Source: an optimization exercise on an open RTL-to-GDS flow (aim: a short achievable clock period and few clock cycles). Production flows keep margins and buffers that such runs may drop. The RTL was checked by simulation tests, not by an equivalence proof against the original design. Power figures rest on the tool's default switching activity, not on a simulated workload.

--- flow/config.mk ---
export PLATFORM = sky130hd
export DESIGN_NAME = cpu
export DESIGN_NICKNAME = cpu
export VERILOG_FILES = /design/flow/design.v
export SDC_FILE = /design/flow/constraint.sdc
export NUM_CORES = 4
export LEC_CHECK = 0
export ABC_CLOCK_PERIOD_IN_PS = 2000
export CAP_MARGIN = 20
export CORE_MARGIN = 2
export CORE_UTILIZATION = 40
export SETUP_SLACK_MARGIN = 3.5
export SLEW_MARGIN = 20
export TNS_END_PERCENT = 100
--- flow/constraint.sdc ---
create_clock -name core_clock -period 6.0 [get_ports {clk}]
set_input_delay 1.2000 -clock core_clock [delete_from_list [all_inputs] [get_ports {clk}]]
set_output_delay 1.2000 -clock core_clock [all_outputs]
set_load 0.01 [all_outputs]
--- flow/design.v ---
module cpu(clk, reset, read_data, datapath_out, N, V, Z, mem_addr, m_cmd, write_data, halt_state_output);
  input clk, reset;
  input [15:0] read_data;
  output [15:0] datapath_out;
  output N, V, Z;
  output [8:0] mem_addr;
  output [1:0] m_cmd;
  output [15:0] write_data;
  output halt_state_output;
  reg [127:0] rf;             
  reg [15:0]  C;
  reg [15:0]  Wr, Wc;
  reg [7:0]   wv;
  reg         wcv;
  reg         fN, fV, fZ;
  reg         fNZ, fLT, fLE, fGE, fGT;   
  reg         halted;
  reg [8:0]   pcF;            
  reg         fv;             
  reg [8:0]   fa, fa1;        
  reg         fpred;          
  reg [3:0]   bv;
  reg [35:0]  bpc, btg;       
  reg [1:0]   bptr;
  reg [15:0]  IR;
  reg         iv;             
  reg [8:0]   ipc0, ipc1, ipc2;   
  reg         d_bwd;          
  reg [8:0]   itgt;           
  reg [1:0]   scnt;           
  reg [15:0]  Aop, Bop;       
  reg         d_add, d_cmp, d_and, d_mvn, d_mov, d_movi, d_ldr, d_str, d_bx, d_bl, d_halt, d_cc;
  reg         d_we;           
  reg [7:0]   d_wsel;         
  reg [2:0]   d_wnum;         
  reg [2:0]   d_srcA, d_srcB;
  reg [1:0]   d_bsh;
  reg         c_alw, c_z, c_nz, c_lt, c_le, c_ge, c_gt;    
  reg         tk;             
  reg         ra;             
  reg [8:0]   mar;            
  reg         dop, dst;       
  reg [8:0]   daddr;
  reg         mcw, mcr;       
  reg         ld1, ld2;       
  reg         ld2c;           
  reg [2:0]   ld1rd, ld2rd;
  reg         kill;           
  reg [8:0]   kpc;
  function [15:0] shf;
    input [15:0] x;
    input [1:0] s;
    case (s)
      2'b00: shf = x;
      2'b01: shf = {x[14:0], 1'b0};
      2'b10: shf = {1'b0, x[15:1]};
      default: shf = {x[15], x[15:1]};
    endcase
  endfunction
  wire exec = iv & (scnt == 2'd0) & ~kill & ~halted;
  wire [15:0] A = Aop, B = Bop;
  wire [15:0] sx5  = {{11{IR[4]}}, IR[4:0]};
  wire [15:0] sx8  = {{8{IR[7]}}, IR[7:0]};
  wire        mem  = d_ldr | d_str;
  wire [15:0] sumR = A + B;
  wire [5:0]  lo5  = {1'b0, A[4:0]} + {1'b0, IR[4:0]};
  wire [10:0] hiP  = A[15:5] + 11'd1;
  wire [10:0] hiM  = A[15:5] - 11'd1;
  wire [10:0] hiI  = (lo5[5] & ~IR[4]) ? hiP : ((~lo5[5] & IR[4]) ? hiM : A[15:5]);
  wire [15:0] sumI = {hiI, lo5[4:0]};
  wire        c15  = (A[14:0] >= B[14:0]);
  wire        eqz  = (A == B);
  wire        ab15 = A[15] & B[15];
  wire        nV   = ~eqz & ab15;
  wire        r15  = A[15] ^ ~B[15] ^ c15;
  wire        nN   = ~eqz & ~nV & r15;
  wire        nLT1 = ~eqz & (ab15 | (A[15] ^ B[15]));
  wire        nLT0 = ~eqz & (ab15 | ~(A[15] ^ B[15]));
  wire        nLT  = c15 ? nLT1 : nLT0;
  wire [8:0]  blv  = itgt - 9'd2;
  wire [15:0] rlog = ({16{d_and}} & (A & B)) | ({16{d_mvn}} & ~B);
  wire [15:0] ro   = rlog | ({16{d_mov}} & B) | ({16{d_movi}} & sx8) | ({16{d_bl}} & {7'd0, blv});
  wire [15:0] res  = ({16{d_add}} & sumR) | ro;
  wire [15:0] cnext = ({16{d_add}} & sumR) | rlog | ({16{d_mov | d_str | d_bx}} & B) | ({16{d_ldr}} & sumI);
  wire cwr = d_add | d_and | d_mvn | d_mov | d_movi | d_ldr | d_str | d_bx;
  wire wrE = exec & d_we;
  wire cmpE = exec & d_cmp;
  wire gZ   = cmpE ? eqz : fZ;
  wire gNZ  = cmpE ? ~eqz : fNZ;
  wire gLT  = cmpE ? nLT : fLT;
  wire gLE  = cmpE ? (nLT | eqz) : fLE;
  wire gGE  = cmpE ? ~nLT : fGE;
  wire gGT  = cmpE ? ~(nLT | eqz) : fGT;
  wire taken = exec & tk;
  wire redir = taken & ~dop;
  wire slow  = d_bx | d_cc;      
  assign mem_addr = mar;
  assign m_cmd    = {mcw, mcr};
  assign write_data = Wc;    
  assign datapath_out = C;
  assign N = fN;
  assign V = fV;
  assign Z = fZ;
  assign halt_state_output = halted;
  wire flush      = (exec & (tk | slow)) | kill;   
  wire ir_free    = ~iv | exec | kill;
  wire cap        = fv & ~flush & ir_free;
  wire drop_stall = fv & ~flush & ~ir_free;
  wire fetch_seq  = ~dop & ~halted & ~redir & ~(iv & slow) & ~drop_stall & ~kill;
  wire [8:0] fa_n = mar;
  wire [8:0] fa1_n = fa_n + 9'd1;
  reg        hit;
  reg [8:0]  htg;
  integer q;
  always @(*) begin
    hit = 1'b0; htg = 9'd0;
    for (q = 0; q < 4; q = q + 1)
      if (bv[q] & (bpc[9*q +: 9] == fa_n)) begin
        hit = 1'b1; htg = htg | btg[9*q +: 9];
      end
  end
  wire [8:0] nxt_n = hit ? htg : fa1_n;
  wire [15:0] rd = read_data;
  wire [4:0] op5 = rd[15:11];
  wire p_add  = op5 == 5'b10100;
  wire p_cmp  = op5 == 5'b10101;
  wire p_and  = op5 == 5'b10110;
  wire p_mvn  = op5 == 5'b10111;
  wire p_movi = op5 == 5'b11010;
  wire p_mov  = op5 == 5'b11000;
  wire p_ldr  = op5 == 5'b01100;
  wire p_str  = op5 == 5'b10000;
  wire p_b    = op5 == 5'b00100;
  wire p_bl   = op5 == 5'b01011;
  wire p_bx   = op5 == 5'b01000;
  wire p_halt = ~(p_add | p_cmp | p_and | p_mvn | p_movi | p_mov | p_ldr | p_str | p_b | p_bl | p_bx);
  wire [2:0] rRn = rd[10:8], rRd = rd[7:5], rRm = rd[2:0];
  wire use_rn = p_add | p_cmp | p_and | p_ldr | p_str;
  wire use_rd = p_str | p_bx;
  wire use_rm = p_add | p_cmp | p_and | p_mvn | p_mov;
  wire dep0 = iv & d_ldr & ((use_rn & (rRn == IR[7:5])) | (use_rd & (rRd == IR[7:5])) | (use_rm & (rRm == IR[7:5])));
  wire dep1 = ld1 & ((use_rn & (rRn == ld1rd)) | (use_rd & (rRd == ld1rd)) | (use_rm & (rRm == ld1rd)));
  wire [2:0] bnum = (p_str | p_bx) ? rRd : rRm;
  wire [1:0] bsh = (p_add | p_cmp | p_and | p_mvn | p_mov) ? rd[4:3] : 2'b00;
  wire [2:0] wnum = (p_movi | p_bl) ? rRn : rRd;
  wire [2:0] cnd = rd[10:8];
  wire p_bc = p_b & (cnd == 3'b001 | cnd == 3'b010 | cnd == 3'b011 | cnd == 3'b100);
  wire pr = fpred & p_bc;    
  wire [1:0] scnt_c = dep0 ? 2'd2 : (dep1 ? 2'd1 : 2'd0);
  wire n_alw = (p_b & (cnd == 3'b000 | cnd == 3'b101)) | p_bl;
  wire n_z   = p_b & (pr ? (cnd == 3'b010) : (cnd == 3'b001));
  wire n_nz  = p_b & (pr ? (cnd == 3'b001) : (cnd == 3'b010));
  wire n_lt  = p_b & ~pr & (cnd == 3'b011);
  wire n_le  = p_b & ~pr & (cnd == 3'b100);
  wire n_ge  = pr & (cnd == 3'b011);
  wire n_gt  = pr & (cnd == 3'b100);
  reg [127:0] rfe;
  integer e;
  always @(*)
    for (e = 0; e < 8; e = e + 1)
      rfe[16*e +: 16] = wv[e] ? Wr : rf[16*e +: 16];
  reg [15:0] rfN, rfD, rfM, rfA_h, rfB_h;
  integer k;
  always @(*) begin
    rfN = 16'd0; rfD = 16'd0; rfM = 16'd0; rfA_h = 16'd0; rfB_h = 16'd0;
    for (k = 0; k < 8; k = k + 1) begin
      if (rRn == k)   rfN = rfe[16*k +: 16];
      if (rRd == k)   rfD = rfe[16*k +: 16];
      if (rRm == k)   rfM = rfe[16*k +: 16];
      if (d_srcA == k) rfA_h = rfe[16*k +: 16];
      if (d_srcB == k) rfB_h = rfe[16*k +: 16];
    end
  end
  wire        ldw = ld2 & ~ld2c;    
  wire [15:0] oN = (ldw & (ld2rd == rRn)) ? rd : rfN;
  wire [15:0] oD = (ldw & (ld2rd == rRd)) ? rd : rfD;
  wire [15:0] oM = (ldw & (ld2rd == rRm)) ? rd : rfM;
  wire        eN = wrE & (d_wnum == rRn);
  wire        eD = wrE & (d_wnum == rRd);
  wire        eM = wrE & (d_wnum == rRm);
  wire        bRd = p_str | p_bx;
  wire [15:0] Ahold = (ldw & (ld2rd == d_srcA)) ? rd : rfA_h;
  wire [15:0] Bhold = shf((ldw & (ld2rd == d_srcB)) ? rd : rfB_h, d_bsh);
  wire       iv_n   = cap | (iv & ~ir_free);
  wire [1:0] scnt_n = cap ? scnt_c : ((scnt != 2'd0) ? scnt - 2'd1 : 2'd0);
  wire       a_alw = cap ? n_alw : c_alw;
  wire       a_z   = cap ? n_z   : c_z;
  wire       a_nz  = cap ? n_nz  : c_nz;
  wire       a_lt  = cap ? n_lt  : c_lt;
  wire       a_le  = cap ? n_le  : c_le;
  wire       a_ge  = cap ? n_ge  : c_ge;
  wire       a_gt  = cap ? n_gt  : c_gt;
  wire gLT1 = cmpE ? nLT1 : fLT;
  wire gLT0 = cmpE ? nLT0 : fLT;
  wire gLE1 = cmpE ? (nLT1 | eqz) : fLE;
  wire gLE0 = cmpE ? (nLT0 | eqz) : fLE;
  wire [7:0] ttab1 = {1'b0, 1'b0, 1'b1, fpred ^ gLE1, fpred ^ gLT1, fpred ^ gNZ, fpred ^ gZ, 1'b1};
  wire [7:0] ttab0 = {1'b0, 1'b0, 1'b1, fpred ^ gLE0, fpred ^ gLT0, fpred ^ gNZ, fpred ^ gZ, 1'b1};
  wire tk1 = cap & ((p_b & ttab1[cnd]) | p_bl);
  wire tk0 = cap & ((p_b & ttab0[cnd]) | p_bl);
  wire tk_n = c15 ? tk1 : tk0;
  wire dop_n = exec & mem;
  wire ra_n  = tk_n & ~dop_n;
  wire ra1   = tk1 & ~dop_n;
  wire ra0   = tk0 & ~dop_n;
  wire [8:0] itgt_n = cap ? (pr ? fa1 : fa1 + {rd[7], rd[7:0]}) : itgt;
  wire selK = kill;
  wire selD = fv & iv & ~exec & ~kill;       
  wire selX = exec & d_bx;
  wire selC = exec & d_cc;
  wire selT = taken & dop;                   
  wire selN = redir | fetch_seq;             
  wire selH = ~(selK | selD | selX | selC | selT | selN);
  wire [8:0] pcF_n = ({9{selK}} & kpc) | ({9{selD}} & fa) | ({9{selX}} & Bop[8:0])
                   | ({9{selC}} & (wcv ? Wc[8:0] : C[8:0])) | ({9{selT}} & itgt) | ({9{selN}} & nxt_n)
                   | ({9{selH}} & pcF);
  wire        sA  = cap & eN;
  wire        sB0 = cap & (bRd ? eD : (eM & (bsh == 2'b00)));
  wire        sBL = cap & ~bRd & eM & (bsh == 2'b01);
  wire        sBR = cap & ~bRd & eM & bsh[1];
  wire        sBA = cap & ~bRd & eM & (bsh == 2'b11);
  wire [15:0] Aoth = cap ? (eN ? 16'd0 : oN) : Ahold;
  wire [15:0] Both = cap ? (bRd ? (eD ? 16'd0 : oD) : (eM ? 16'd0 : shf(oM, bsh))) : Bhold;
  wire        ad  = d_add;
  wire [15:0] Anext = ({16{sA & ad}} & sumR) | ({16{sA & ~ad}} & ro) | Aoth;
  wire [15:0] Bnext = ({16{sB0 & ad}} & sumR) | ({16{sBL & ad}} & {sumR[14:0], 1'b0})
                    | ({16{sBR & ad}} & {sBA & sumR[15], sumR[15:1]})
                    | ({16{sB0 & ~ad}} & ro) | ({16{sBL & ~ad}} & {ro[14:0], 1'b0})
                    | ({16{sBR & ~ad}} & {sBA & ro[15], ro[15:1]}) | Both;
  wire [8:0] mar_o = dop_n ? sumI[8:0] : pcF_n;
  wire [8:0] mar1  = ra1 ? itgt_n : mar_o;
  wire [8:0] mar0  = ra0 ? itgt_n : mar_o;
  wire [8:0] mar_n = c15 ? mar1 : mar0;
  integer r;
  always @(posedge clk) begin
    for (r = 0; r < 8; r = r + 1) begin
      if (wv[r])
        rf[16*r +: 16] <= Wr;
      else if (ldw & (ld2rd == r))
        rf[16*r +: 16] <= read_data;
    end
    Wr <= res;
    Wc <= cnext;
    if (wcv) C <= Wc;
    if (cmpE) begin
      fZ <= eqz; fV <= nV; fN <= nN;
    end
    fNZ <= gNZ; fLT <= gLT; fLE <= gLE; fGE <= gGE; fGT <= gGT;
    if (cap) begin
      IR <= rd;
      ipc1 <= fa1;
      ipc2 <= fa1 + 9'd1;
      ipc0 <= fa;
      d_bwd <= p_bc & rd[7] & ~fpred;
      d_add <= p_add; d_cmp <= p_cmp; d_and <= p_and; d_mvn <= p_mvn;
      d_mov <= p_mov; d_movi <= p_movi; d_ldr <= p_ldr; d_str <= p_str;
      d_bx <= p_bx; d_bl <= p_bl; d_halt <= p_halt;
      d_cc <= p_b & (cnd == 3'b110);
      d_we <= p_add | p_and | p_mvn | p_mov | p_movi | p_bl;
      d_wsel <= 8'd1 << wnum;
      d_wnum <= wnum;
      d_srcA <= rRn;
      d_srcB <= bnum;
      d_bsh <= bsh;
    end
    Aop <= Anext;
    Bop <= Bnext;
    c_alw <= a_alw; c_z <= a_z; c_nz <= a_nz; c_lt <= a_lt; c_le <= a_le; c_ge <= a_ge; c_gt <= a_gt;
    tk <= tk_n;
    itgt <= itgt_n;
    scnt <= scnt_n;
    daddr <= sumI[8:0];
    dst <= d_str;
    ld1rd <= IR[7:5];
    ld2rd <= ld1rd;
    kpc <= ipc1;
    fa <= fa_n;
    fa1 <= fa1_n;
    fpred <= hit;
    for (q = 0; q < 4; q = q + 1)
      if (exec & d_str & (sumI[8:0] == bpc[9*q +: 9])) bv[q] <= 1'b0;
    if (taken & d_bwd) begin
      bv[bptr] <= 1'b1;
      bpc[9*bptr +: 9] <= ipc0;
      btg[9*bptr +: 9] <= itgt;
      bptr <= bptr + 2'd1;
    end
    pcF <= pcF_n;
    mar <= mar_n;
    ld2c <= ld1 & wrE & (d_wnum == ld1rd);
    if (reset) begin
      pcF <= 9'd0;
      mar <= 9'd0;
      fv <= 1'b0;
      iv <= 1'b0;
      scnt <= 2'd0;
      ra <= 1'b0;
      dop <= 1'b0;
      mcw <= 1'b0;
      mcr <= 1'b1;
      ld1 <= 1'b0;
      ld2 <= 1'b0;
      kill <= 1'b0;
      halted <= 1'b0;
      wv <= 8'd0;
      wcv <= 1'b0;
      bv <= 4'd0;
      bptr <= 2'd0;
    end else begin
      fv <= redir | fetch_seq;
      iv <= iv_n;
      ra <= ra_n;
      dop <= dop_n;
      mcw <= exec & d_str;
      mcr <= dop_n ? ~d_str : ~(halted | (exec & d_halt));
      ld1 <= exec & d_ldr;
      ld2 <= ld1;
      kill <= exec & d_str & ((sumI[8:0] == ipc1) | (sumI[8:0] == ipc2));
      if (exec & d_halt) halted <= 1'b1;
      wv <= wrE ? d_wsel : 8'd0;
      wcv <= exec & cwr;
    end
  end
endmodule
--- flow/flow/run.sh ---
#!/bin/bash
set -euo pipefail
export BUFFER_PORTS_ARGS="-buffer_cell sky130_fd_sc_hd__buf_4"
bash standard.sh > standard_flow.log 2>&1
--- flow/standard.sh ---
#!/bin/bash
# synth_recipe.tcl (not shown) runs the flow's synth.tcl, then flattens the netlist and writes it again
# the make line also repeats each setting of config.mk as NAME=value (left out here)
make -C /OpenROAD-flow-scripts/flow DESIGN_CONFIG=/design/flow/config.mk WORK_HOME=/design/flow/orfs CLKGATE_MAP_FILE= SYNTH_SCRIPT=/design/flow/synth_recipe.tcl "${@:-finish}"
==> impl_results.rst, run 1 <==
.. list-table::
   :header-rows: 1

   * - Metric
     - Value
   * - Footprint of the multi-input gates
     - 20600 sq um
   * - Via count of the first global-routing pass
     - 28200
   * - Quantity of I/O buffers inserted on ports
     - 64
   * - Total wire length after detailed routing
     - 146000 um
   * - Post-layout nets
     - 3703
   * - Worst reg2reg path startpoint
     - Aop[7]
   * - Setup_tns
     - 0 ps
   * - Kind of critical path
     - reg2reg
   * - Clk sinks
     - 443
   * - Hold Path Stages
     - 0
   * - Beginning of the worst hold path
     - ipc1[5]
   * - Worst-case hold path end point
     - kpc[5]
   * - Area of the core region
     - 77200 sq um
   * - RD Place Congestion
     - 1.01
   * - CP max-delay cell
     - dfxtp_4
   * - Post-layout power
     - 19.4 mW
   * - Initial antenna violation count
     - 6
   * - Seq cells post-synth
     - 443
   * - Die area
     - 80000 sq um
   * - Count of different cell masters after synthesis
     - 103
   * - Average routed wire per standard cell
     - 30.9 um
   * - CTS max path bufs
     - 3
   * - Congestion Overflow GR
     - 0
   * - Largest fanout of any net on the critical path
     - 6
   * - Worst Max-Slew Pin Slew
     - 1120 ps
   * - Number of buffers created by CTS
     - 52
   * - Cells after synthesis
     - 3436
   * - Commonest non-fill, non-tap cells in the layout
     - nand2_1 (380), buf_4 (297), edfxtp_1 (288)
   * - X dimension of the die
     - 283 um
   * - Vertical extent of the die
     - 283 um
   * - Reg-to-reg setup timing slack
     - 3030 ps
   * - Later-pin clock latency in the skew report
     - 670 ps
   * - Data required, critical path
     - 6600 ps
   * - Number of levels the H-tree was split into
     - 2
   * - Buffer type at the clock tree root
     - clkbuf_16
   * - Final Max Slew Viols
     - 0
   * - Avg Inst Size Synth
     - 9.06 sq um
   * - Routed vias/inst
     - 6.62
   * - Number of buffers inserted by hold repair at cts
     - 0
   * - Highest achievable clock rate
     - 337 MHz
   * - Post-synth EDFFs
     - 288
   * - Share of synthesized registers carrying an async set or reset
     - 0%
   * - Number of hold violations in the final report
     - 0
   * - Number of top-level pins
     - 65
   * - Hold Path Class
     - reg2reg
   * - End of the worst register-to-register path
     - mar[7]
   * - Post-Synthesis Cell Area
     - 31100 sq um
   * - Critical path launch point type
     - flip-flop
   * - Worst endpoint data arrival time
     - 3560 ps
   * - Result of the run
     - timing/DRC/antenna clean
   * - Final core area utilization
     - 54.0%
   * - Total via count after detailed routing
     - 31200
   * - Sequential cell area fraction in the yosys report
     - 37.8%
   * - Detailed Routing Iterations Pass 1
     - 7
   * - Clock input transition at the sequential cells of the worst setup and hold paths
     - 80 ps
   * - Kind of end point of the critical path
     - flip-flop
   * - Starting Density
     - 40.3%
   * - Yosys warning total
     - 1
   * - Hold slack
     - 386 ps
   * - Power per Cell Area
     - 466 nW/um^2
   * - Area added between synthesis and finish
     - 33.9%
   * - Cells along the critical path
     - ha_4 -> and4_4 -> and3_4 -> a2111o_1 -> a211o_4 -> a211oi_2 -> a31oi_2 -> a21oi_4 -> buf_12 -> buf_4 -> mux2i_1 -> a22o_1
   * - Max transition margin
     - 25.5%
   * - Pin count of the biggest net entering global routing
     - 79
   * - Leak pwr
     - 15.0 nW
   * - Number of cells traversed by the worst register-to-register path
     - 12
   * - Most common library cell in the layout ignoring fill and taps
     - nand2_1
   * - Antenna-violating nets left
     - 0
   * - Reported max-cap violation count
     - 0
   * - TritonCTS clock tree
     - done
   * - Number of placement rows
     - 102
   * - Unrepaired setup endpoints after global routing
     - true
   * - Share of final-layout standard cells stronger than drive strength 1
     - 33.9%
   * - Filler instances
     - 6586
   * - Iter 0 DRT Violations
     - 4686
   * - Global-route wire length before repair
     - 204000 um
   * - Detailed placer's ending HPWL
     - 87600 um
   * - Share of the clock period used by the worst path
     - 49.4%
   * - DRC violation count after routing
     - 0
   * - Overall Global Routing Usage
     - 34.3%
   * - Net Count, Synth
     - 3511
   * - Sequential standard cell area
     - 11900 sq um
   * - Slowest stage delay, CP
     - 430 ps
   * - Top_reg_cell synth
     - edfxtp_1
   * - Post-layout minimum cycle time
     - 2970 ps
   * - Final setup vio count
     - 0
   * - IR drop worst, VDD
     - 298 uV
   * - Final worst clock skew
     - 74.7 ps
## registers in the layout, indices dropped and copies added (netlist names), 4 cells and up, named ones only
name    count
C          16
bpc        36
d_wsel      8
wv          8
Wc         16
rf        128
Aop        16
pcF         9
Wr         16
itgt        9
IR          8
ipc2        9
ipc1        9
mar         9
kpc         9
fa1         9
btg        36
Bop        16
ipc0        9
bv          4
fa          9
## final cells by class
cell class | count | share of cell area [%]
multi-input combinational | 2498 | 49.5
sequential | 443 | 28.7
timing repair buffer | 438 | 12.0
clock buffer | 74 | 3.80
tap | 1040 | 3.12
inverter | 191 | 1.99
clock inverter | 24 | 0.775
timing repair inverter | 4 | 0.0931
antenna | 5 | 0.0300
## synth_stat cells (60+ instances only)
master | number | area [sq um]
buf_2 | 80 | 400
xnor2_1 | 147 | 1290
dfxtp_1 | 155 | 3100
o21ai_0 | 328 | 1640
nor3_1 | 64 | 320
a22oi_1 | 60 | 450
a21oi_1 | 153 | 766
mux4_2 | 74 | 1670
nand2_1 | 403 | 1510
mux2i_1 | 134 | 1340
nor2_1 | 227 | 852
edfxtp_1 | 288 | 8650
clkbuf_1 | 179 | 672
inv_1 | 182 | 683
mux2_2 | 89 | 1000
## worst max-delay path by stage
stage                             from      end  slack [ps]  depth (start not counted)
final                           Aop[7]   mar[7]        3030                         12
after global routing             IR[1]    bv[1]        2990                         11
after CTS                       Aop[7]   mar[2]        3010                         11
after detailed placement  read_data[2]  Bop[11]        1600                          8
after global placement    read_data[2]  Bop[11]        1680                          8
after floorplan           read_data[1]   mar[8]        2840                         13
## critical path: cells and delay by family, from the launching register on
kind            cells  cell delay [ps]
mux                 1              200
buf+inv             2              260
simple gates        2              330
compound gates      6             1420
flops               1              430
fa+ha+maj           1              220
## metal layers
layer,vias to the layer above,track usage [%],share of wire (%),routed length [um]
li1,13100,-,-,-
met1,15000,44.9,38,55500
met2,2488,49.5,41,59400
met3,686,12.0,14,19800
met4,4,18.5,7.7,11200
met5,-,0,0.034,50
## kinds of logic (layout without fill, tap and decap cells)
family	after synthesis	count (layout)	share of synthesized area, %
and+or+nand+nor	977	979	14.5
AOI/OAI and AO/OA	969	969	20.4
buffers and inverters	497	731	6.44
DFF	443	443	37.8
muxes	299	299	13.0
xor gates and xnor gates	194	194	5.57
adders and majority gates	57	57	2.36
other	0	5	0
## what timing repair did
action / in CTS / in global routing
endpoints found under the hold margin: 0 / 0
pin swaps: 113 / 126
setup endpoints to repair: 161 / 180
buffers inserted: 194 / 92
resized for setup: 563 / 270
cloned: 29 / 5
## stage by stage
| stage | worst slack, ps | instances | cell area [sq um] |
|---|---|---|---|
| finish | 3030 | 4717 | 41700 |
| global route | 2990 | 4712 | 41700 |
| CTS | 3010 | 4615 | 39600 |
| detailed placement | 1600 | 4294 | 32700 |
| global placement | 1680 | 4293 | 32700 |
| floorplan | 2840 | 3436 | 32200 |
## where the power goes
group / internal (mW) / leakage, nW / switching, mW
combinational: 4.56 / 10.1 / 6.10
clock: 2.08 / 0.928 / 1.48
sequential: 4.04 / 3.93 / 1.16
Testbench counts, summed over its fixed seeds: cycles 44,536.
==> run 2, diff against run 1 <==
--- a/flow/design.v
+++ b/flow/design.v
@@ -28,5 +28,4 @@
   reg         d_bwd;          
   reg [8:0]   itgt;           
-  reg [1:0]   scnt;           
   reg [15:0]  Aop, Bop;       
   reg         d_add, d_cmp, d_and, d_mvn, d_mov, d_movi, d_ldr, d_str, d_bx, d_bl, d_halt, d_cc;
@@ -58,5 +57,5 @@
     endcase
   endfunction
-  wire exec = iv & (scnt == 2'd0) & ~kill & ~halted;
+  wire exec = iv & ~kill & ~halted;
   wire [15:0] A = Aop, B = Bop;
   wire [15:0] sx5  = {{11{IR[4]}}, IR[4:0]};
@@ -104,8 +103,8 @@
   assign halt_state_output = halted;
   wire flush      = (exec & (tk | slow)) | kill;   
-  wire ir_free    = ~iv | exec | kill;
-  wire cap        = fv & ~flush & ir_free;
-  wire drop_stall = fv & ~flush & ~ir_free;
-  wire fetch_seq  = ~dop & ~halted & ~redir & ~(iv & slow) & ~drop_stall & ~kill;
+  wire drop_dep   = fv & ~flush & dep;
+  wire cap        = fv & ~flush & ~dep;
+  wire fetch_seq  = ~dop & ~halted & ~redir & ~(iv & slow) & ~kill;
+  wire fv_n       = (redir | fetch_seq) & ~drop_dep;
   wire [8:0] fa_n = mar;
   wire [8:0] fa1_n = fa_n + 9'd1;
@@ -147,5 +146,5 @@
   wire p_bc = p_b & (cnd == 3'b001 | cnd == 3'b010 | cnd == 3'b011 | cnd == 3'b100);
   wire pr = fpred & p_bc;    
-  wire [1:0] scnt_c = dep0 ? 2'd2 : (dep1 ? 2'd1 : 2'd0);
+  wire dep = dep0 | dep1;
   wire n_alw = (p_b & (cnd == 3'b000 | cnd == 3'b101)) | p_bl;
   wire n_z   = p_b & (pr ? (cnd == 3'b010) : (cnd == 3'b001));
@@ -160,14 +159,12 @@
     for (e = 0; e < 8; e = e + 1)
       rfe[16*e +: 16] = wv[e] ? Wr : rf[16*e +: 16];
-  reg [15:0] rfN, rfD, rfM, rfA_h, rfB_h;
+  reg [15:0] rfN, rfD, rfM;
   integer k;
   always @(*) begin
-    rfN = 16'd0; rfD = 16'd0; rfM = 16'd0; rfA_h = 16'd0; rfB_h = 16'd0;
+    rfN = 16'd0; rfD = 16'd0; rfM = 16'd0;
     for (k = 0; k < 8; k = k + 1) begin
       if (rRn == k)   rfN = rfe[16*k +: 16];
       if (rRd == k)   rfD = rfe[16*k +: 16];
       if (rRm == k)   rfM = rfe[16*k +: 16];
-      if (d_srcA == k) rfA_h = rfe[16*k +: 16];
-      if (d_srcB == k) rfB_h = rfe[16*k +: 16];
     end
   end
@@ -180,8 +177,5 @@
   wire        eM = wrE & (d_wnum == rRm);
   wire        bRd = p_str | p_bx;
-  wire [15:0] Ahold = (ldw & (ld2rd == d_srcA)) ? rd : rfA_h;
-  wire [15:0] Bhold = shf((ldw & (ld2rd == d_srcB)) ? rd : rfB_h, d_bsh);
-  wire       iv_n   = cap | (iv & ~ir_free);
-  wire [1:0] scnt_n = cap ? scnt_c : ((scnt != 2'd0) ? scnt - 2'd1 : 2'd0);
+  wire       iv_n   = cap;
   wire       a_alw = cap ? n_alw : c_alw;
   wire       a_z   = cap ? n_z   : c_z;
@@ -206,20 +200,20 @@
   wire [8:0] itgt_n = cap ? (pr ? fa1 : fa1 + {rd[7], rd[7:0]}) : itgt;
   wire selK = kill;
-  wire selD = fv & iv & ~exec & ~kill;       
+  wire selD = drop_dep & ~kill;              
   wire selX = exec & d_bx;
   wire selC = exec & d_cc;
   wire selT = taken & dop;                   
-  wire selN = redir | fetch_seq;             
+  wire selN = (redir | fetch_seq) & ~drop_dep;    
   wire selH = ~(selK | selD | selX | selC | selT | selN);
   wire [8:0] pcF_n = ({9{selK}} & kpc) | ({9{selD}} & fa) | ({9{selX}} & Bop[8:0])
                    | ({9{selC}} & (wcv ? Wc[8:0] : C[8:0])) | ({9{selT}} & itgt) | ({9{selN}} & nxt_n)
                    | ({9{selH}} & pcF);
-  wire        sA  = cap & eN;
-  wire        sB0 = cap & (bRd ? eD : (eM & (bsh == 2'b00)));
-  wire        sBL = cap & ~bRd & eM & (bsh == 2'b01);
-  wire        sBR = cap & ~bRd & eM & bsh[1];
-  wire        sBA = cap & ~bRd & eM & (bsh == 2'b11);
-  wire [15:0] Aoth = cap ? (eN ? 16'd0 : oN) : Ahold;
-  wire [15:0] Both = cap ? (bRd ? (eD ? 16'd0 : oD) : (eM ? 16'd0 : shf(oM, bsh))) : Bhold;
+  wire        sA  = eN;
+  wire        sB0 = (bRd ? eD : (eM & (bsh == 2'b00)));
+  wire        sBL = ~bRd & eM & (bsh == 2'b01);
+  wire        sBR = ~bRd & eM & bsh[1];
+  wire        sBA = ~bRd & eM & (bsh == 2'b11);
+  wire [15:0] Aoth = eN ? 16'd0 : oN;
+  wire [15:0] Both = bRd ? (eD ? 16'd0 : oD) : (eM ? 16'd0 : shf(oM, bsh));
   wire        ad  = d_add;
   wire [15:0] Anext = ({16{sA & ad}} & sumR) | ({16{sA & ~ad}} & ro) | Aoth;
@@ -269,5 +263,4 @@
     tk <= tk_n;
     itgt <= itgt_n;
-    scnt <= scnt_n;
     daddr <= sumI[8:0];
     dst <= d_str;
@@ -279,5 +272,5 @@
     fpred <= hit;
     for (q = 0; q < 4; q = q + 1)
-      if (exec & d_str & (sumI[8:0] == bpc[9*q +: 9])) bv[q] <= 1'b0;
+      if (dop & dst & (daddr == bpc[9*q +: 9])) bv[q] <= 1'b0;
     if (taken & d_bwd) begin
       bv[bptr] <= 1'b1;
@@ -294,5 +287,4 @@
       fv <= 1'b0;
       iv <= 1'b0;
-      scnt <= 2'd0;
       ra <= 1'b0;
       dop <= 1'b0;
@@ -308,5 +300,5 @@
       bptr <= 2'd0;
     end else begin
-      fv <= redir | fetch_seq;
+      fv <= fv_n;
       iv <= iv_n;
       ra <= ra_n;
==> run 2 against run 1 <==
Net effect:
- non-clock buffer count shrank 30
- critical path depth shrank 2
- register-to-register slack lost 50 ps
- clock-buffer cell count shrank 4
- wire length shrank 17%
- setup slack lost 47 ps
- final area shrank 12%
- area after synthesis shrank 12%
- clock skew grew 14 ps
- clock power shrank 9.6%
- cell count shrank 12%
- largest power group is now sequential cells
==> impl_results.rst, run 2 <==
.. list-table::
   :header-rows: 1

   * - Metric
     - Value
   * - Slowest stage delay, CP
     - 460 ps (was 430 ps)
   * - Overall Global Routing Usage
     - 33.0% (was 34.3%)
   * - Met2 track demand over resource in global routing
     - 51.0% (was 49.5%)
   * - Kind of end point of the critical path
     - flip-flop (unchanged)
   * - Buffer type at the clock tree root
     - clkbuf_16 (unchanged)
   * - Pin count of the biggest net entering global routing
     - 47 (was 79)
   * - Net Count, Synth
     - 3062 (was 3511)
   * - Number of top-level pins
     - 65 (unchanged)
   * - Final Max Slew Viols
     - 0 (unchanged)
   * - End of the worst register-to-register path
     - kill (was mar[7])
   * - Reg-to-reg setup timing slack
     - 2990 ps (was 3030 ps)
   * - Number of levels the H-tree was split into
     - 2 (unchanged)
   * - Critical path launch point type
     - flip-flop (unchanged)
   * - Registers with the most flip-flops
     - rf: 128 flops, bpc: 36 flops, btg: 36 flops (unchanged)
   * - Unrepaired setup endpoints after global routing
     - true (unchanged)
   * - Highest achievable clock rate
     - 332 MHz (was 337 MHz)
   * - Commonest non-fill, non-tap cells in the layout
     - nand2_1 (367), buf_4 (300), edfxtp_1 (280) (was nand2_1 (380), buf_4 (297), edfxtp_1 (288))
   * - Hold Path Stages
     - 0 (unchanged)
   * - Top reg by flops
     - rf (unchanged)
   * - Commonest cells in the synthesized netlist
     - nand2_1 (390), o21ai_0 (296), edfxtp_1 (280) (was nand2_1 (403), o21ai_0 (328), edfxtp_1 (288))
   * - Total wire length after detailed routing
     - 121000 um (was 146000 um)
   * - Area of the core region
     - 67400 sq um (was 77200 sq um)
   * - Share of the clock period used by the worst path
     - 50.2% (was 49.4%)
   * - CTS max path bufs
     - 3 (unchanged)
   * - Cells after synthesis
     - 2987 (was 3436)
   * - Share of final-layout standard cells stronger than drive strength 1
     - 32.4% (was 33.9%)
   * - Number of cells traversed by the worst register-to-register path
     - 10 (was 12)
   * - Hold slack
     - 394 ps (was 386 ps)
   * - Number of buffers inserted by hold repair at cts
     - 0 (unchanged)
   * - Iter 0 DRT Violations
     - 3439 (was 4686)
   * - Average routed wire per standard cell
     - 29.2 um (was 30.9 um)
   * - Critical Path End
     - kill (was mar[7])
   * - Area added between synthesis and finish
     - 34.2% (was 33.9%)
   * - Cell type with the largest total area after synthesis
     - edfxtp_1 (unchanged)
   * - Leak pwr
     - 13.5 nW (was 15.0 nW)
   * - Seq cells post-synth
     - 443 (unchanged)
   * - Global-route wire length before repair
     - 174000 um (was 204000 um)
   * - Worst endpoint data arrival time
     - 3570 ps (was 3560 ps)
   * - Final worst clock skew
     - 88.2 ps (was 74.7 ps)
   * - Avg Inst Size Synth
     - 9.16 sq um (was 9.06 sq um)
   * - Final setup vio count
     - 0 (unchanged)
   * - Starting Density
     - 40.6% (was 40.3%)
   * - Clk sinks
     - 443 (unchanged)
   * - Congestion Overflow GR
     - 0 (unchanged)
   * - Post-layout minimum cycle time
     - 3010 ps (was 2970 ps)
   * - Largest fanout of any net on the critical path
     - 4 (was 6)
   * - Total via count after detailed routing
     - 26600 (was 31200)
   * - Met1 track demand over resource in global routing
     - 43.9% (was 44.9%)
   * - Count of different cell masters after synthesis
     - 90 (was 103)
   * - Detailed placer's ending HPWL
     - 74900 um (was 87600 um)
   * - Hold Path Class
     - reg2reg (unchanged)
   * - Top_reg_cell synth
     - edfxtp_1 (unchanged)
   * - Clock input transition at the sequential cells of the worst setup and hold paths
     - 60 ps (was 80 ps)
   * - Routed vias/inst
     - 6.41 (was 6.62)
   * - Reported max-cap violation count
     - 0 (unchanged)
   * - Yosys warning total
     - 1 (unchanged)
   * - Die area
     - 70500 sq um (was 80000 sq um)
   * - Number of hold violations in the final report
     - 0 (unchanged)
   * - Via count of the first global-routing pass
     - 25400 (was 28200)
   * - Source of the critical timing path
     - IR[3] (was Aop[7])
   * - Number of buffers created by CTS
     - 51 (was 52)
   * - Main area contributors after synthesis
     - edfxtp_1 (31%), dfxtp_1 (12%), o21ai_0 (5.4%) (was edfxtp_1 (28%), dfxtp_1 (10%), mux4_2 (5.4%))
   * - CP max-delay cell
     - edfxtp_1 (was dfxtp_4)
   * - Post-layout nets
     - 3309 (was 3703)
   * - Kind of critical path
     - reg2reg (unchanged)
   * - Data required, critical path
     - 6560 ps (was 6600 ps)
   * - Quantity of I/O buffers inserted on ports
     - 64 (unchanged)
   * - GRT Max-Usage Layer
     - met2 (unchanged)
   * - Post-Synthesis Cell Area
     - 27400 sq um (was 31100 sq um)
   * - Worst reg2reg path startpoint
     - IR[3] (was Aop[7])
   * - Area share of the largest cell type after synthesis
     - 30.7% (was 27.8%)
   * - Cells along the critical path
     - ha_1 -> o21a_1 -> a21o_1 -> a21oi_4 -> mux2i_4 -> xor2_4 -> xor2_1 -> nor3_2 -> a221oi_2 -> a211oi_1 (was ha_4 -> and4_4 -> and3_4 -> a2111o_1 -> a211o_4 -> a211oi_2 -> a31oi_2 -> a21oi_4 -> buf_12 -> buf_4 -> mux2i_1 -> a22o_1)
   * - Most common library cell in the layout ignoring fill and taps
     - nand2_1 (unchanged)
   * - Most common cell in the netlist
     - nand2_1 (unchanged)
   * - DRC violation count after routing
     - 0 (unchanged)
   * - X dimension of the die
     - 266 um (was 283 um)
   * - Post-synth EDFFs
     - 280 (was 288)
   * - Antenna-violating nets left
     - 0 (unchanged)
   * - Share of synthesized registers carrying an async set or reset
     - 0% (unchanged)
   * - Flip-flop count of the largest register after layout
     - 128 (unchanged)
   * - Initial antenna violation count
     - 3 (was 6)
   * - Worst Max-Slew Pin Slew
     - 1130 ps (was 1120 ps)
   * - Later-pin clock latency in the skew report
     - 660 ps (was 670 ps)
   * - Result of the run
     - timing/DRC/antenna clean (unchanged)
   * - Detailed Routing Iterations Pass 1
     - 9 (was 7)
   * - RD Place Congestion
     - 1.01 (about the same)
   * - Final core area utilization
     - 54.5% (was 54.0%)
   * - Global-route track usage on met3
     - 6.90% (was 12.0%)
   * - Max transition margin
     - 24.6% (was 25.5%)
   * - IR drop worst, VDD
     - 238 uV (was 298 uV)
   * - Number of placement rows
     - 95 (was 102)
   * - TritonCTS clock tree
     - done (unchanged)
   * - Setup_tns
     - 0 ps (unchanged)
   * - Power per Cell Area
     - 296 nW/um^2 (was 466 nW/um^2)
   * - Sequential cell area fraction in the yosys report
     - 42.7% (was 37.8%)
   * - Vertical extent of the die
     - 266 um (was 283 um)
-- run 2: metrics by stage --
step	setup WS, ps	power, mW	std cells	cell area, sq um
2_1_floorplan	2680	5.53	2987	28200
3_3_place_gp	1800	6.45	3722	28700
3_5_place_dp	1790	6.47	3722	28700
4_1_cts	3040	10.5	4072	35200
5_1_grt	2890	11.2	4150	36700
6_report	2990	10.9	4153	36700
-- run 2: timing repair --
| action | 4_1_cts | 5_1_grt |
|---|---|---|
| endpoints found under the hold margin | 0 | 0 |
| cloned | 30 | 9 |
| gates resized for setup | 513 | 194 |
| endpoints found under the setup margin | 271 | 204 |
| pin swaps | 151 | 126 |
| setup buffers | 224 | 69 |
-- run 2: per-layer routing --
| metal | up-vias | wire length [um] |
|---|---|---|
| li1 | 11300 | - |
| met1 | 13000 | 47200 |
| met2 | 1811 | 53300 |
| met3 | 458 | 13600 |
| met4 | 4 | 7140 |
| met5 | - | 31 |
-- run 2: how the worst min path moves through the flow --
stage | startpoint | end | slack (ps)
after floorplan | ld1rd[0] | ld2rd[0] | 330
after global placement | ipc1[4] | kpc[4] | 370
after detailed placement | ipc1[4] | kpc[4] | 380
after CTS | ipc1[4] | kpc[4] | 390
after global routing | ipc1[6] | kpc[6] | 400
final | ipc1[7] | kpc[7] | 390
-- run 2: cell type report --
type                       instances  area, sq um
clock inverter                    26          274
clock buffer                      70         1440
timing repair buffer             408         4340
tap                              873         1090
inverter                         183          783
multi-input combinational       2136        16800
timing repair inverter            11          156
fill                            5825        30700
antenna                            3         7.51
sequential                       443        11800
-- run 2: power breakdown --
part	internal, mW	leakage (nW)	switching [mW]
Combinational	1.50	8.75	1.87
Clock	1.79	0.831	1.43
Sequential	3.60	3.94	0.693
Total	6.89	13.5	3.99
-- run 2: cells by family after synthesis --
family | synth area share, %
muxes | 9.34
AOI/OAI and AO/OA | 18.6
buffers and inverters | 5.91
adders and majority gates | 2.69
xor gates and xnor gates | 6.11
DFF | 42.7
and+or+nand+nor | 14.7
-- run 2: critical path: cells and delay by family (launching register included) --
family	cells	cell delay, ps
and+or+nand+nor	1	250
xor gates and xnor gates	2	470
DFF	1	460
muxes	1	330
AOI/OAI and AO/OA	5	1020
adders and majority gates	1	380
Testbench counts of run 2, summed over its fixed seeds: cycles 44,865.
==> run 3, diff against run 2 <==
--- a/flow/design.v
+++ b/flow/design.v
@@ -94,5 +94,5 @@
   wire redir = taken & ~dop;
   wire slow  = d_bx | d_cc;      
-  assign mem_addr = mar;
+  assign mem_addr = ra ? itgt : mar;    
   assign m_cmd    = {mcw, mcr};
   assign write_data = Wc;    
@@ -107,5 +107,5 @@
   wire fetch_seq  = ~dop & ~halted & ~redir & ~(iv & slow) & ~kill;
   wire fv_n       = (redir | fetch_seq) & ~drop_dep;
-  wire [8:0] fa_n = mar;
+  wire [8:0] fa_n = mem_addr;
   wire [8:0] fa1_n = fa_n + 9'd1;
   reg        hit;
@@ -196,6 +196,4 @@
   wire dop_n = exec & mem;
   wire ra_n  = tk_n & ~dop_n;
-  wire ra1   = tk1 & ~dop_n;
-  wire ra0   = tk0 & ~dop_n;
   wire [8:0] itgt_n = cap ? (pr ? fa1 : fa1 + {rd[7], rd[7:0]}) : itgt;
   wire selK = kill;
@@ -223,7 +221,5 @@
                     | ({16{sBR & ~ad}} & {sBA & ro[15], ro[15:1]}) | Both;
   wire [8:0] mar_o = dop_n ? sumI[8:0] : pcF_n;
-  wire [8:0] mar1  = ra1 ? itgt_n : mar_o;
-  wire [8:0] mar0  = ra0 ? itgt_n : mar_o;
-  wire [8:0] mar_n = c15 ? mar1 : mar0;
+  wire [8:0] mar_n = mar_o;
   integer r;
   always @(posedge clk) begin
==> run 3 against run 2 <==
Net effect:
- still clean
- cell count is 2.1% higher
- critical path depth is 5 lower
- worst hold slack better by 2.3 ps
- clock-buffer cell count is 3 lower
- largest cell class unchanged
- largest power group unchanged
- highest routed layer is now met4
==> impl_results.rst, run 3 <==
.. list-table::
   :header-rows: 1

   * - Metric
     - Value
   * - Final Max Slew Viols
     - 0 (unchanged)
   * - Pin count of the biggest net entering global routing
     - 79 (was 47)
   * - Buffer type at the clock tree root
     - clkbuf_16 (unchanged)
   * - Dominant combinational cell family by area after synthesis
     - compound AO/OA/AOI/OAI gates (unchanged)
   * - Top reg by flops
     - rf (unchanged)
   * - Final setup vio count
     - 0 (unchanged)
   * - Leak pwr
     - 13.5 nW (about the same)
   * - Worst Max-Slew Pin Slew
     - 1120 ps (was 1130 ps)
   * - Cell type with the largest total area after synthesis
     - edfxtp_1 (unchanged)
   * - Flip-flop count of the largest register after layout
     - 128 (unchanged)
   * - Complex-gate fraction of the synthesized area
     - 19.4% (was 18.6%)
   * - RD Place Congestion
     - 1.04 (was 1.01)
   * - Via count of the first global-routing pass
     - 25200 (was 25400)
   * - Share of the clock period used by the worst path
     - 48.7% (was 50.2%)
   * - Power per Cell Area
     - 295 nW/um^2 (was 296 nW/um^2)
   * - Most common cell in the netlist
     - nand2_1 (unchanged)
   * - Combinational fraction of design power
     - 31.1% (was 31.0%)
   * - Number of placement rows
     - 96 (was 95)
   * - Total wire length after detailed routing
     - 122000 um (was 121000 um)
   * - Inst Count DP
     - 3842 (was 3722)
   * - Sequential group share of total power
     - 38.2% (was 39.4%)
   * - Global-route wire length before repair
     - 171000 um (was 174000 um)
   * - Later-pin clock latency in the skew report
     - 650 ps (was 660 ps)
   * - CTS max path bufs
     - 3 (unchanged)
   * - Number of top-level pins
     - 65 (unchanged)
   * - Vertical extent of the die
     - 268 um (was 266 um)
   * - Kind of critical path
     - reg2out (was reg2reg)
   * - Clock input transition at the sequential cells of the worst setup and hold paths
     - 60 ps (about the same)
   * - Max transition margin
     - 25.3% (was 24.6%)
   * - Number of cells in the finished layout apart from fillers
     - 4240 (was 4153)
   * - Result of the run
     - timing/DRC/antenna clean (unchanged)
   * - X dimension of the die
     - 268 um (was 266 um)
   * - Total via count after detailed routing
     - 27000 (was 26600)
   * - Clk sinks
     - 444 (was 443)
   * - Hold Path Class
     - reg2reg (unchanged)
   * - Internal Dissipation
     - 7.12 mW (was 6.89 mW)
   * - Reported max-cap violation count
     - 0 (unchanged)
   * - Iter 0 DRT Violations
     - 4134 (was 3439)
   * - Post-Synthesis Cell Area
     - 28000 sq um (was 27400 sq um)
   * - Commonest cells in the synthesized netlist
     - nand2_1 (362), o21ai_0 (301), edfxtp_1 (289) (was nand2_1 (390), o21ai_0 (296), edfxtp_1 (280))
   * - TritonCTS clock tree
     - done (unchanged)
   * - Average routed wire per standard cell
     - 28.7 um (was 29.2 um)
   * - Highest achievable clock rate
     - 342 MHz (was 332 MHz)
   * - Xor-xnor portion of the synthesized cell area
     - 6.05% (was 6.11%)
   * - Adder-cell area share of the yosys netlist
     - 2.63% (was 2.69%)
   * - Seq cells post-synth
     - 444 (was 443)
   * - Number of levels the H-tree was split into
     - 2 (unchanged)
   * - Post-layout minimum cycle time
     - 2920 ps (was 3010 ps)
   * - Number of hold violations in the final report
     - 0 (unchanged)
   * - DRC violation count after routing
     - 0 (unchanged)
   * - Number of buffers created by CTS
     - 50 (was 51)
   * - Area share of the largest cell type after synthesis
     - 31.0% (was 30.7%)
   * - Sequential cell area fraction in the yosys report
     - 42.1% (was 42.7%)
   * - Initial antenna violation count
     - 2 (was 3)
   * - Registers with the most flip-flops
     - rf: 128 flops, bpc: 36 flops, btg: 36 flops (unchanged)
   * - Share of final-layout standard cells stronger than drive strength 1
     - 31.5% (was 32.4%)
   * - Antenna-violating nets left
     - 0 (unchanged)
   * - Simple-gate portion of the synthesized area
     - 14.7% (about the same)
   * - Area added between synthesis and finish
     - 32.4% (was 34.2%)
   * - Fin worst setup slack
     - 3080 ps (was 2990 ps)
   * - Overall Global Routing Usage
     - 32.1% (was 33.0%)
   * - Routed vias/inst
     - 6.37 (was 6.41)
   * - Most common library cell in the layout ignoring fill and taps
     - nand2_1 (unchanged)
   * - Avg Inst Size Synth
     - 9.12 sq um (was 9.16 sq um)
   * - Largest fanout of any net on the critical path
     - 5 (was 4)
   * - Final worst clock skew
     - 55.1 ps (was 88.2 ps)
   * - Top_reg_cell synth
     - edfxtp_1 (unchanged)
   * - Count of different cell masters after synthesis
     - 100 (was 90)
   * - Area of the core region
     - 68900 sq um (was 67400 sq um)
   * - Worst-case setup slack after placement
     - 1660 ps (was 1790 ps)
   * - Net Switching
     - 3.79 mW (was 3.99 mW)
   * - Post-synth EDFFs
     - 289 (was 280)
   * - Detailed placer's ending HPWL
     - 76700 um (was 74900 um)
   * - Yosys warning total
     - 1 (unchanged)
   * - Kind of end point of the critical path
     - output port (was flip-flop)
   * - Setup_tns
     - 0 ps (unchanged)
   * - Net Count, Synth
     - 3139 (was 3062)
   * - Quantity of I/O buffers inserted on ports
     - 64 (unchanged)
   * - Worst endpoint data arrival time
     - 1720 ps (was 3570 ps)
   * - Commonest non-fill, non-tap cells in the layout
     - nand2_1 (346), edfxtp_1 (289), o21ai_0 (267) (was nand2_1 (367), buf_4 (300), edfxtp_1 (280))
   * - Cells after synthesis
     - 3064 (was 2987)
   * - Detailed Routing Iterations Pass 1
     - 8 (was 9)
   * - Starting Density
     - 40.5% (was 40.6%)
   * - Data required, critical path
     - 4800 ps (was 6560 ps)
   * - Die area
     - 72000 sq um (was 70500 sq um)
   * - Congestion Overflow GR
     - 0 (unchanged)
   * - Critical path launch point type
     - flip-flop (unchanged)
   * - Unrepaired setup endpoints after global routing
     - true (unchanged)
   * - Post-layout nets
     - 3341 (was 3309)
   * - Switching part of the total power
     - 34.7% (was 36.7%)
   * - IR drop worst, VDD
     - 206 uV (was 238 uV)
   * - Fraction of synthesized area in multiplexers
     - 8.74% (was 9.34%)
   * - Number of buffers inserted by hold repair at cts
     - 0 (unchanged)
   * - Power share of the clock group
     - 30.8% (was 29.6%)
   * - Share of synthesized registers carrying an async set or reset
     - 0% (unchanged)
   * - Main area contributors after synthesis
     - edfxtp_1 (31%), dfxtp_1 (11%), o21ai_0 (5.4%) (was edfxtp_1 (31%), dfxtp_1 (12%), o21ai_0 (5.4%))
   * - Hold slack
     - 397 ps (was 394 ps)
-- run 3: cell count changes after synthesis, sizes merged, moves of 11 or more --
cell | previous run | this run
nand2 | 391 | 363
a31oi | 8 | 28
o22ai | 34 | 21
mux2 | 58 | 78
mux2i | 127 | 99
nor2 | 215 | 203
a221o | 25 | 3
nor3 | 37 | 65
o21bai | 1 | 12
buf | 67 | 83
a222oi | 7 | 22
o2111ai | 11 | 23
a21oi | 126 | 142
-- run 3: metrics by stage --
stage / cell area (sq um) / util, % / power [mW]
2_1_floorplan: 28600 / - / 5.50
3_5_place_dp: 29200 / 42.3 / 6.38
3_3_place_gp: 29200 / 42.3 / 6.35
4_1_cts: 34900 / 50.6 / 10.4
5_1_grt: 37000 / 53.7 / 11.2
6_report: 37000 / 53.7 / 10.9
-- run 3: routing by layer --
metal | routed length (um) | track usage (%)
met1 | 47200 | 42.5
met2 | 52000 | 48.5
met3 | 14500 | 8.10
met4 | 8030 | 16.4
met5 | 0 | 0
-- run 3: worst paths after layout --
path         startpoint           to  slack (ps)  cells after the start
max                  ra  mem_addr[2]        3080                      5
min             ipc1[2]       kpc[2]         400                      0
max reg2reg          ra       mar[3]        3110                     14
min reg2reg     ipc1[2]       kpc[2]         400                      0
-- run 3: critical path: stages, from the launching register on --
cell and delay, ps:
dfxtp_4 410, buf_12 150, buf_6 100, mux2i_4 230
inv_2 60, buf_6 120
-- run 3: final cells by class --
type / count / area, sq um
Timing Repair inverter: 4 / 31.3
Clock inverter: 27 / 362
Inverter: 189 / 803
Antenna cell: 1 / 2.50
Clock buffer: 67 / 1450
Tap cell: 931 / 1160
Multi-Input combinational cell: 2179 / 17000
Sequential cell: 444 / 11900
Timing Repair Buffer: 398 / 4320
Fill cell: 5993 / 31900
-- run 3: kinds of logic (layout without fill, tap and decap cells) --
logic type | after synthesis | in the layout
and+or+nand+nor | 890 | 893
AOI/OAI and AO/OA | 840 | 840
DFF | 444 | 444
buffers and inverters | 444 | 685
muxes | 199 | 199
xor gates and xnor gates | 190 | 190
adders and majority gates | 57 | 57
other | 0 | 1
-- run 3: power groups by stage --
stage	Combinational (mW)	Clock (mW)	Sequential, mW
global route	3.53	3.49	4.19
CTS	2.86	3.39	4.13
finish	3.39	3.36	4.16
global placement	2.12	0	4.23
floorplan	1.65	0	3.85
detailed placement	2.14	0	4.24
-- run 3: what timing repair did --
item,CTS,global route
endpoints found under the hold margin,0,0
pin swaps,80,134
endpoints found under the setup margin,244,151
setup buffers,196,81
gates cloned,18,7
gates resized for setup,439,278
Testbench counts of run 3, summed over its fixed seeds: cycles 44,865.
==> run 4, diff against run 3 <==
--- a/flow/design.v
+++ b/flow/design.v
@@ -26,4 +26,5 @@
   reg         iv;             
   reg [8:0]   ipc0, ipc1, ipc2;   
+  reg [8:0]   kc1, kc2;       
   reg         d_bwd;          
   reg [8:0]   itgt;           
@@ -105,4 +106,5 @@
   wire drop_dep   = fv & ~flush & dep;
   wire cap        = fv & ~flush & ~dep;
+  wire capw       = fv & ~flush;           
   wire fetch_seq  = ~dop & ~halted & ~redir & ~(iv & slow) & ~kill;
   wire fv_n       = (redir | fetch_seq) & ~drop_dep;
@@ -237,8 +239,10 @@
     end
     fNZ <= gNZ; fLT <= gLT; fLE <= gLE; fGE <= gGE; fGT <= gGT;
-    if (cap) begin
+    if (capw) begin
       IR <= rd;
       ipc1 <= fa1;
       ipc2 <= fa1 + 9'd1;
+      kc1 <= fa1 - {{4{rd[4]}}, rd[4:0]};
+      kc2 <= fa1 + 9'd1 - {{4{rd[4]}}, rd[4:0]};
       ipc0 <= fa;
       d_bwd <= p_bc & rd[7] & ~fpred;
@@ -304,5 +308,5 @@
       ld1 <= exec & d_ldr;
       ld2 <= ld1;
-      kill <= exec & d_str & ((sumI[8:0] == ipc1) | (sumI[8:0] == ipc2));
+      kill <= exec & d_str & ((A[8:0] == kc1) | (A[8:0] == kc2));
       if (exec & d_halt) halted <= 1'b1;
       wv <= wrE ? d_wsel : 8'd0;
==> run 4 against run 3 <==
Net effect:
- non-clock buffer count is 92 higher
- flip-flop and latch count grew 9
- still clean on timing, DRC and antenna
- clock-buffer cell count is 6 higher
- clock skew is 13 ps lower
- largest power group unchanged
- die area grew 3.4%
- register-to-register slack worse by 60 ps
- clock power down 2%
==> impl_results.rst, run 4 <==
.. list-table::
   :header-rows: 1

   * - Metric
     - Value
   * - Post-Synthesis Cell Area
     - 28900 sq um (was 28000 sq um)
   * - Final Max Slew Viols
     - 0 (unchanged)
   * - Max transition margin
     - 21.3% (was 25.3%)
   * - Post-synth EDFFs
     - 298 (was 289)
   * - Later-pin clock latency in the skew report
     - 650 ps (about the same)
   * - Number of buffers inserted by hold repair at cts
     - 0 (unchanged)
   * - Overall Global Routing Usage
     - 33.7% (was 32.1%)
   * - Xor-xnor portion of the synthesized cell area
     - 5.79% (was 6.05%)
   * - Number of hold violations in the final report
     - 0 (unchanged)
   * - Quantity of I/O buffers inserted on ports
     - 64 (unchanged)
   * - Global-route wire length before repair
     - 186000 um (was 171000 um)
   * - Sequential cell area fraction in the yosys report
     - 41.7% (was 42.1%)
   * - Detailed Routing Iterations Pass 1
     - 8 (unchanged)
   * - Net Count, Synth
     - 3249 (was 3139)
   * - Most common cell in the netlist
     - nand2_1 (unchanged)
   * - Number of levels the H-tree was split into
     - 2 (unchanged)
   * - Initial antenna violation count
     - 1 (was 2)
   * - Cell type with the largest total area after synthesis
     - edfxtp_1 (unchanged)
   * - Share of synthesized registers carrying an async set or reset
     - 0% (unchanged)
   * - Starting Density
     - 40.4% (was 40.5%)
   * - Highest achievable clock rate
     - 332 MHz (was 342 MHz)
   * - Power per Cell Area
     - 287 nW/um^2 (was 295 nW/um^2)
   * - Final setup vio count
     - 0 (unchanged)
   * - Largest fanout of any net on the critical path
     - 8 (was 5)
   * - Iter 0 DRT Violations
     - 4165 (was 4134)
   * - Antenna-violating nets left
     - 0 (unchanged)
   * - Flip-flop count of the largest register after layout
     - 128 (unchanged)
   * - Main area contributors after synthesis
     - edfxtp_1 (31%), dfxtp_1 (11%), o21ai_0 (5.6%) (was edfxtp_1 (31%), dfxtp_1 (11%), o21ai_0 (5.4%))
   * - Area share of the largest cell type after synthesis
     - 31.0% (about the same)
   * - Commonest non-fill, non-tap cells in the layout
     - nand2_1 (329), buf_4 (328), edfxtp_1 (298) (was nand2_1 (346), edfxtp_1 (289), o21ai_0 (267))
   * - Most common library cell in the layout ignoring fill and taps
     - nand2_1 (unchanged)
   * - Worst Max-Slew Pin Slew
     - 1180 ps (was 1120 ps)
   * - Result of the run
     - timing/DRC/antenna clean (unchanged)
   * - Routed vias/inst
     - 6.43 (was 6.37)
   * - Top reg by flops
     - rf (unchanged)
   * - Kind of critical path
     - reg2out (unchanged)
   * - Filler instances
     - 6118 (was 5993)
   * - Total wire length after detailed routing
     - 132000 um (was 122000 um)
   * - Cells after synthesis
     - 3151 (was 3064)
   * - Reported max-cap violation count
     - 0 (unchanged)
   * - DRC violation count after routing
     - 0 (unchanged)
   * - Setup_tns
     - 0 ps (unchanged)
   * - Commonest cells in the synthesized netlist
     - nand2_1 (348), o21ai_0 (322), edfxtp_1 (298) (was nand2_1 (362), o21ai_0 (301), edfxtp_1 (289))
   * - Detailed placer's ending HPWL
     - 81700 um (was 76700 um)
   * - Number of buffers created by CTS
     - 52 (was 50)
   * - Clk sinks
     - 453 (was 444)
   * - Die area
     - 74400 sq um (was 72000 sq um)
   * - IR drop worst, VDD
     - 272 uV (was 206 uV)
   * - Share of the clock period used by the worst path
     - 50.3% (was 48.7%)
   * - Vertical extent of the die
     - 273 um (was 268 um)
   * - Average routed wire per standard cell
     - 29.7 um (was 28.7 um)
   * - Post-layout minimum cycle time
     - 3020 ps (was 2920 ps)
   * - Fraction of synthesized area in multiplexers
     - 8.38% (was 8.74%)
   * - Top_reg_cell synth
     - edfxtp_1 (unchanged)
   * - Area of the core region
     - 71500 sq um (was 68900 sq um)
   * - Count of different cell masters after synthesis
     - 84 (was 100)
   * - Registers with the most flip-flops
     - rf: 128 flops, bpc: 36 flops, btg: 36 flops (unchanged)
   * - Number of top-level pins
     - 65 (unchanged)
   * - Clock input transition at the sequential cells of the worst setup and hold paths
     - 60 ps (about the same)
   * - Seq cells post-synth
     - 453 (was 444)
   * - Data required, critical path
     - 4800 ps (about the same)
   * - Kind of end point of the critical path
     - output port (unchanged)
   * - Dominant combinational cell family by area after synthesis
     - compound AO/OA/AOI/OAI gates (unchanged)
   * - Total via count after detailed routing
     - 28500 (was 27000)
   * - RD Place Congestion
     - 0.978 (was 1.04)
   * - Adder-cell area share of the yosys netlist
     - 3.72% (was 2.63%)
   * - Share of final-layout standard cells stronger than drive strength 1
     - 32.7% (was 31.5%)
   * - TritonCTS clock tree
     - done (unchanged)
   * - Number of placement rows
     - 98 (was 96)
   * - Final worst clock skew
     - 41.8 ps (was 55.1 ps)
   * - Critical path launch point type
     - flip-flop (unchanged)
   * - Yosys warning total
     - 1 (unchanged)
   * - Via count of the first global-routing pass
     - 27000 (was 25200)
   * - Unrepaired setup endpoints after global routing
     - true (unchanged)
   * - Post-layout nets
     - 3539 (was 3341)
   * - X dimension of the die
     - 273 um (was 268 um)
   * - Avg Inst Size Synth
     - 9.17 sq um (was 9.12 sq um)
   * - Simple-gate portion of the synthesized area
     - 14.5% (was 14.7%)
   * - Complex-gate fraction of the synthesized area
     - 19.7% (was 19.4%)
   * - Hold Path Class
     - reg2reg (unchanged)
   * - Hold slack
     - 374 ps (was 397 ps)
   * - Area added between synthesis and finish
     - 35.0% (was 32.4%)
   * - Pin count of the biggest net entering global routing
     - 64 (was 79)
   * - Buffer type at the clock tree root
     - clkbuf_16 (unchanged)
   * - CTS max path bufs
     - 3 (unchanged)
   * - Worst endpoint data arrival time
     - 1820 ps (was 1720 ps)
   * - Congestion Overflow GR
     - 0 (unchanged)
   * - Leak pwr
     - 14.4 nW (was 13.5 nW)
run 4: changes by cell type after synthesis, moves of 15 or more:
cell,before,now
inv_1,183,205
o21ai_0,301,322
o221ai_1,13,29
clkbuf_1,172,195
ha_1,54,70
buf_2,45,16
nor2_1,203,188
a211oi_1,27,50
a22oi_1,44,23
run 4: cells by family after synthesis:
| family | Yosys count |
|---|---|
| AOI/OAI and AO/OA | 883 |
| and+or+nand+nor | 881 |
| buffers and inverters | 467 |
| DFF | 453 |
| muxes | 196 |
| xor gates and xnor gates | 191 |
| adders and majority gates | 80 |
run 4: final timing paths:
kind	startpoint	endpoint	slack (ps)	cells after the start
min	ipc1[0]	kpc[0]	370	0
max reg2reg	ra	mar[5]	3050	13
min reg2reg	ipc1[0]	kpc[0]	370	0
max	ra	mem_addr[0]	2980	5
run 4: where the power goes:
part | internal [mW] | total, mW | switching (mW)
clock network | 1.85 | 3.28 | 1.43
registers | 3.71 | 4.24 | 0.536
logic | 1.64 | 3.66 | 2.02
run 4: cell type report:
class	count	area (sq um)	area share (%)
Clock inverter	24	245	0.629
Clock buffer	73	1500	3.85
Inverter	208	917	2.35
Sequential cell	453	12200	31.3
Multi-Input combinational cell	2231	17700	45.3
Tap cell	950	1190	3.05
Timing Repair inverter	5	47.5	0.122
Timing Repair Buffer	490	5220	13.4
Antenna cell	1	2.50	0.00641
run 4: through the flow:
stage / std cells / utilization, % / setup slack (ps) / cell area [sq um] / power, mW
after floorplan: 3151 / - / 1750 / 29900 / 5.71
after global placement: 3955 / 42.5 / 1590 / 30400 / 6.62
after detailed placement: 3955 / 42.5 / 1510 / 30400 / 6.65
after CTS: 4327 / 51.5 / 3000 / 36800 / 10.7
after global routing: 4434 / 54.6 / 2950 / 39000 / 11.5
final: 4435 / 54.6 / 2980 / 39000 / 11.2
run 4: what timing repair did:
| action | in CTS | in global routing |
|---|---|---|
| endpoints found under the setup margin | 217 | 104 |
| cloned | 21 | 6 |
| resized for setup | 496 | 252 |
| pin swaps | 99 | 143 |
| buffers inserted | 254 | 101 |
run 4: worst max-delay path, cell delays in order, from the launching register on:
cell     delay, ps
dfxtp_4        440
buf_12         130
buf_4          110
mux2i_4        270
inv_2           80
buf_6          130
run 4: routing by layer:
layer | global-route usage (%) | share of wire, %
met1 | 44.1 | 38
met2 | 51.4 | 43
met3 | 7.14 | 11
met4 | 19.3 | 7.3
met5 | 0 | 0
Testbench counts of run 4, summed over its fixed seeds: cycles 44,865.

==> port drivers added, routing unchanged <==
The results above use ideal ports. As a check the final layouts listed here were re-extracted and re-timed, cells and wires unchanged.
Step 1 (the two cells are an assumption about what drives the block):
set clk [get_ports {clk}]
set_driving_cell -lib_cell sky130_fd_sc_hd__clkbuf_16 $clk
set_driving_cell -lib_cell sky130_fd_sc_hd__buf_2 [delete_from_list [all_inputs] $clk]
Step 2 adds t to the input delays and takes it off the output delays; t is the mean of the earliest and latest rising clock arrival at the registers after step 1. Input paths then give back, and output paths get back, about the clock's delay inside the block.
Three values: ideal ports, drivers, drivers and shift; two values: the first two.
run	t, ns	setup slack, ns	worst setup path at the end	pins driven straight from the clock port
run 1	0.702	3.035 / 2.986 / 2.285	input to register	1
run 2	0.675	2.988 / 2.847 / 2.172	input to register	1
run 3	0.688	3.077 / 2.988 / 2.300	input to register	1
run 4	0.695	2.984 / 2.918 / 2.308	input to register	1
After both steps every run listed still meets setup and hold. The setup slack of run 2, which loses most, moves by -0.141 ns with the drivers and by -0.816 ns with both steps.
